From an optimization exercise on the open Yosys and OpenROAD flow, aimed at small area, a short achievable clock period and few clock cycles; shortcuts taken in it are not production practice.
The RTL was checked by simulation tests, not by an equivalence proof against the original design.

==> flow/design.v <==
module Adder(input [31:0] A, input [31:0] B, output [31:0] result);
  wire comp = A[30:0] >= B[30:0];
  wire [7:0] dab = A[30:23] - B[30:23];
  wire [7:0] dba = B[30:23] - A[30:23];
  wire [7:0] d = comp ? dab : dba;
  wire [7:0] xe = comp ? A[30:23] : B[30:23];
  wire xs = comp ? A[31] : B[31];
  wire sub = A[31] ^ B[31];
  wire [22:0] xf = comp ? A[22:0] : B[22:0];
  wire [22:0] yf = comp ? B[22:0] : A[22:0];
  wire big = |d[7:5] | (d[4] & d[3]);
  wire [23:0] ysh = big ? 24'd0 : ({1'b1, yf} >> d[4:0]);
  wire [24:0] s = {2'b01, xf} + {sub, ysh ^ {24{sub}}} + {24'd0, sub};
  wire carry = s[24];
  wire [23:0] t0 = s[23:0];
  wire z4 = ~|t0[23:8];  wire [23:0] t1 = z4 ? {t0[7:0], 16'd0} : t0;
  wire z3 = ~|t1[23:16]; wire [23:0] t2 = z3 ? {t1[15:0], 8'd0} : t1;
  wire z2 = ~|t2[23:20]; wire [23:0] t3 = z2 ? {t2[19:0], 4'd0} : t2;
  wire z1 = ~|t3[23:22]; wire [23:0] t4 = z1 ? {t3[21:0], 2'd0} : t3;
  wire z0 = ~t4[23];     wire [23:0] t5 = z0 ? {t4[22:0], 1'd0} : t4;
  wire [4:0] lz = {z4, z3, z2, z1, z0};
  wire [7:0] e = carry ? xe + 8'd1 : xe - {3'd0, lz};
  wire [22:0] m = carry ? s[23:1] : t5[22:0];
  assign result = (!carry && !t5[23]) ? 32'd0 : {xs, e, m};
endmodule
module MultC(input [31:0] A, output [31:0] result);
  wire [23:0] am = {1'b1, A[22:0]};
  wire [25:0] t1 = am + {am, 1'b0};
  wire [29:0] t2 = t1 + {t1, 4'b0};
  wire [45:0] t3 = t2 + {t2, 8'b0} + {t2, 16'b0};
  wire [47:0] p = {t3, 2'b0} + am;
  wire hi = A[22] | A[21];
  wire [7:0] e = A[30:23] - (hi ? 8'd2 : 8'd3);
  wire [22:0] m = hi ? p[46:24] : p[45:23];
  assign result = (A == 32'd0) ? 32'd0 : {~A[31], e, m};
endmodule
module Maxnet(input [31:0] a0, a1, a2, a3, input clk, rst, start,
              output [31:0] Result, output [31:0] Act, output done_out);
  reg busy;
  reg [31:0] s10, s11, s12, s13, s223, s203, s212;
  reg [30:0] i0, i1, i2, i3;
  wire [31:0] n0, n1, n2, n3;
  Adder ad0(s10, s223, n0);
  Adder ad1(s11, s223, n1);
  Adder ad2(s12, s203, n2);
  Adder ad3(s13, s212, n3);
  wire [30:0] r0 = n0[31] ? 31'd0 : n0[30:0];
  wire [30:0] r1 = n1[31] ? 31'd0 : n1[30:0];
  wire [30:0] r2 = n2[31] ? 31'd0 : n2[30:0];
  wire [30:0] r3 = n3[31] ? 31'd0 : n3[30:0];
  wire nz0 = |r0, nz1 = |r1, nz2 = |r2, nz3 = |r3;
  wire one = (nz0 ^ nz1 ^ nz2 ^ nz3) & ~((nz0 | nz1) & (nz2 | nz3)) ;
  assign done_out = busy & one;
  assign Act = {1'b0, r0 | r1 | r2 | r3};
  assign Result = {1'b0, ({31{nz0}} & i0) | ({31{nz1}} & i1) | ({31{nz2}} & i2) | ({31{nz3}} & i3)};
  wire [31:0] x0 = {1'b0, busy ? r0 : a0[30:0]};
  wire [31:0] x1 = {1'b0, busy ? r1 : a1[30:0]};
  wire [31:0] x2 = {1'b0, busy ? r2 : a2[30:0]};
  wire [31:0] x3 = {1'b0, busy ? r3 : a3[30:0]};
  wire [31:0] q0, q1, q2, q3;
  MultC m0(x0, q0);
  MultC m1(x1, q1);
  MultC m2(x2, q2);
  MultC m3(x3, q3);
  wire [31:0] f10, f11, f12, f13, f223, f203, f212;
  Adder b0(x0, q1, f10);
  Adder b1(x1, q0, f11);
  Adder b2(x2, q1, f12);
  Adder b3(x3, q0, f13);
  Adder c0(q2, q3, f223);
  Adder c1(q0, q3, f203);
  Adder c2(q1, q2, f212);
  always @(posedge clk) begin
    s10 <= f10; s11 <= f11; s12 <= f12; s13 <= f13;
    s223 <= f223; s203 <= f203; s212 <= f212;
    if (!busy) begin
      i0 <= a0[30:0]; i1 <= a1[30:0]; i2 <= a2[30:0]; i3 <= a3[30:0];
    end
    if (rst) busy <= 1'b0;
    else if (busy) busy <= ~one;
    else busy <= start;
  end
endmodule
==> flow/run.sh <==
#!/bin/bash
# synth_recipe.tcl (not shown) runs the flow's synth.tcl, then flattens the netlist and writes it again
# the make line also repeats each setting of config.mk as NAME=value (left out here)
make -C /OpenROAD-flow-scripts/flow DESIGN_CONFIG=/design/flow/config.mk WORK_HOME=/design/flow/orfs CLKGATE_MAP_FILE= SYNTH_SCRIPT=/design/flow/synth_recipe.tcl finish
==> flow/config.mk <==
export PLATFORM = sky130hd
export DESIGN_NAME = Maxnet
export DESIGN_NICKNAME = Maxnet
export VERILOG_FILES = /design/flow/design.v
export SDC_FILE = /design/flow/constraint.sdc
export NUM_CORES = 8
export LEC_CHECK = 0
export CAP_MARGIN = 20
export CORE_MARGIN = 2
export CORE_UTILIZATION = 40
export SLEW_MARGIN = 20
==> flow/constraint.sdc <==
create_clock -name core_clock -period 48.0 [get_ports {clk}]
set_input_delay 9.6000 -clock core_clock [delete_from_list [all_inputs] [get_ports {clk}]]
set_output_delay 9.6000 -clock core_clock [all_outputs]
set_load 0.01 [all_outputs]
==> results.cfg <==
[drt]
ant_nets = 0
num_vias = 130394
drt_iter0_drc = 17919
drtPass1Iterations = 7
wl_per_cell_um = 31.0
viasPerCell = 6.60
wl_mm = 613
route.detailed.drc = 0

[global_route]
grt_antenna_before_repair = 70
grt_pass1_wl_mm = 857
grt_usage_pct = 40.7
grt_pass1_vias = 116785
grt_max_degree = 76
grt_overflow_total = 0

[sta]
setup_viol = 0
slew_headroom_pct = 8.21
hold_viol = 0
period_minus_slack_ns = 43.64
rsz0062_at_grt = false
finalWorstSetupSlack_ns = 4.36
slew_violations = 0
fmax_mhz = 22.9
skew_ns = 0.0506
tns_ns = 0
worst_pin_slew_ns = 1.38
fin_crit_sh_pct = 90.9

[worst_setup_path]
reg2reg_to = s10[30]
cp_slowest_stage_delay_ns = 1.07
arrival_ns = 44.22
end_kind = flop
cp_top_family = compound AO/OA/AOI/OAI gates
worstSetupPathType = reg2reg
crit_cells = 155
critPathLaunchType = flop
r2r_start = s223[26]
crit_fanout = 35
reg2reg_depth = 155
cp_data_required_time_ns = 48.58
crit_top_cell = a21oi_1
path_buf_inv = 9
r2r_setup_slack_ns = 4.36
critPathSlowestCell = xnor2_1

[layout]
layout-drive-gt1-share_pct = 7.14
fin_nets = 17362
synthToLayoutAreaGrowth_pct = 7.61
nFillCells = 29945

[die]
design.die.area_um2 = 287000
coreArea_um2 = 282000
ios = 196
row_count = 195
die_h_um = 536
start_util_pct = 40.1
die_w_um = 536

[clock_tree]
insertion_delay_ns = 0.75
hold_buffers = 0
cts_resized = 0
cts_sinks = 349
h-tree-depth = 2
clockBufferDepth = 3
tritoncts = yes
clock-root-buffer = clkbuf_16
clk_pin_slew_worst_paths_ns = 0.09
cts_inserted_buffers = 48
postCtsSetupBuffers = 0

[yosys]
yosysWarnings = 1
synth_ff_type = dfxtp_1
yosysTopAreaCellShare_pct = 13.7
ys_ff_latch = 349
syn_area_um2 = 113000
syn_inst = 16077
synth-edff-count = 124
synth_top_area_cell = ha_1
ys_top_cells_by_area = ha_1 14%, xnor2_1 6.5%, a21oi_1 6.5%
yosysMostFrequentCell = nand2_1
synth.avg_cell_area_um2 = 7.03
synthDistinctLibCells = 156
synth.top_cells.by_count = 1635 x nand2_1, 1474 x a21oi_1, 1441 x nor2_1, 1236 x ha_1, 1045 x o21ai_0
synthArstFlopShare_pct = 0
synth_seq_area_share_pct = 7.28

[placed_design]
place_hpwl_mm = 509
globalplace.congestion = 1.12
io_buffers = 189
pre_cts_ws_ns = 6.58

[status]
status = timing/DRC/antenna clean

[hold_path]
hold_path_depth = 3
hold_path.class = reg2reg
worstHoldEndpoint = busy
min_from = busy

[run]
cap_viol_max_count = 0
-- cell families (layout without fill, tap and decap cells) --
kind of cell / after synthesis / in the layout / share of synthesized area [%]
AO/OA/AOI/OAI: 5451 / 5451 / 31.9
buffers and inverters: 1668 / 1561 / 5.77
AND/OR/NAND/NOR: 5320 / 5320 / 22.3
adder cells (fa/ha/maj): 1298 / 1298 / 14.8
other: 1 / 58 / 0.00332
flip-flops: 349 / 349 / 7.28
XOR/XNOR: 1115 / 1115 / 8.79
multiplexers: 875 / 875 / 9.12
-- cell type report --
type / instances / area, um2 / area share, %
multi-input cells: 14065 / 98800 / 81.2
flip-flops and latches: 349 / 8230 / 6.76
repair buffers: 572 / 4780 / 3.93
well taps: 3743 / 4680 / 3.85
inverters: 899 / 3390 / 2.79
clock buffers: 62 / 1310 / 1.07
clock inverters: 28 / 398 / 0.327
diodes: 52 / 130 / 0.107
-- sequential cells by signal, indices dropped and copies added, names as in the netlist --
signal  flops
s12        32
busy        1
s13        32
i0         31
s212       32
i2         31
s10        32
i3         31
s223       32
i1         31
s203       32
s11        32
-- per-stage QoR --
stage          instance area (um2)  hold slack, ns  utilization, %  std cells
2_1_floorplan               113000            1.10               -      16082
4_1_cts                     122000            1.04            43.1      19717
3_5_place_dp                120000            1.02            42.5      19627
6_report                    122000            1.01            43.2      19770
3_3_place_gp                120000            1.02            42.5      19627
5_1_grt                     122000            1.05            43.1      19724
-- per-layer routing --
layer  vias up  global-route usage (%)  wire length, um
li1      59222                       -                -
met1     61676                    51.7           243000
met2      7805                    59.1           248000
met3      1658                    10.4            67800
met4        33                    30.2            53500
met5         -                       0              225
-- tightest hold or removal path, delay by kind of cell (launching register included) --
family	cells	cell delay (ns)
buffers and inverters	1	0.27
flip-flops	1	0.47
AND/OR/NAND/NOR	2	0.22
-- how the worst max path moves through the flow --
| stage | slack, ns | to | start |
|---|---|---|---|
| 2_1_floorplan | 15.13 | s212[30] | a2[0] |
| 3_3_place_gp | 6.34 | s212[30] | s223[26] |
| 3_5_place_dp | 6.58 | s10[30] | s223[26] |
| 4_1_cts | 6.27 | s212[30] | s223[26] |
| 5_1_grt | 2.46 | s10[30] | s223[26] |
| 6_report | 4.36 | s10[30] | s223[26] |
-- cells in the final DEF, fill, tap and decap left out, drive strengths merged, types with 382 or more instances in the layout --
cell,n
nand2,1639
a21oi,1486
nor2,1453
ha,1236
o21ai,1119
inv,904
xnor2,847
mux2i,617
a21o,522
nor3,403
nand3,394
buf,382
Testbench counts, summed over its fixed seeds: cycles 2,641.

-- re-timing with driven ports --
The results above use ideal ports. As a check the final layout listed here was re-extracted and re-timed, cells and wires unchanged. Step 1: set_driving_cell puts a clkbuf_16 on clk and a buf_2 on each other input, an assumption about the parent block. Step 2, shift: input delay + t, output delay - t, t = (earliest + latest rising clock arrival at the registers) / 2. This alone moves slack from input paths to output paths. Three values: ideal, step 1, step 2; two values: the first two.
shift t [ns]: 0.838
setup WS [ns]: 4.357 / 4.357 / 4.357
slew at the worst register clock pin (ns): 0.09 / 0.09
worst slew at a driven data input, ns: 0.21
cell pins on the clock port's net: 1
After both steps this run still meets setup and hold. For this run, drivers alone change the setup slack by 0.000 ns; drivers and shift together by 0.000 ns.
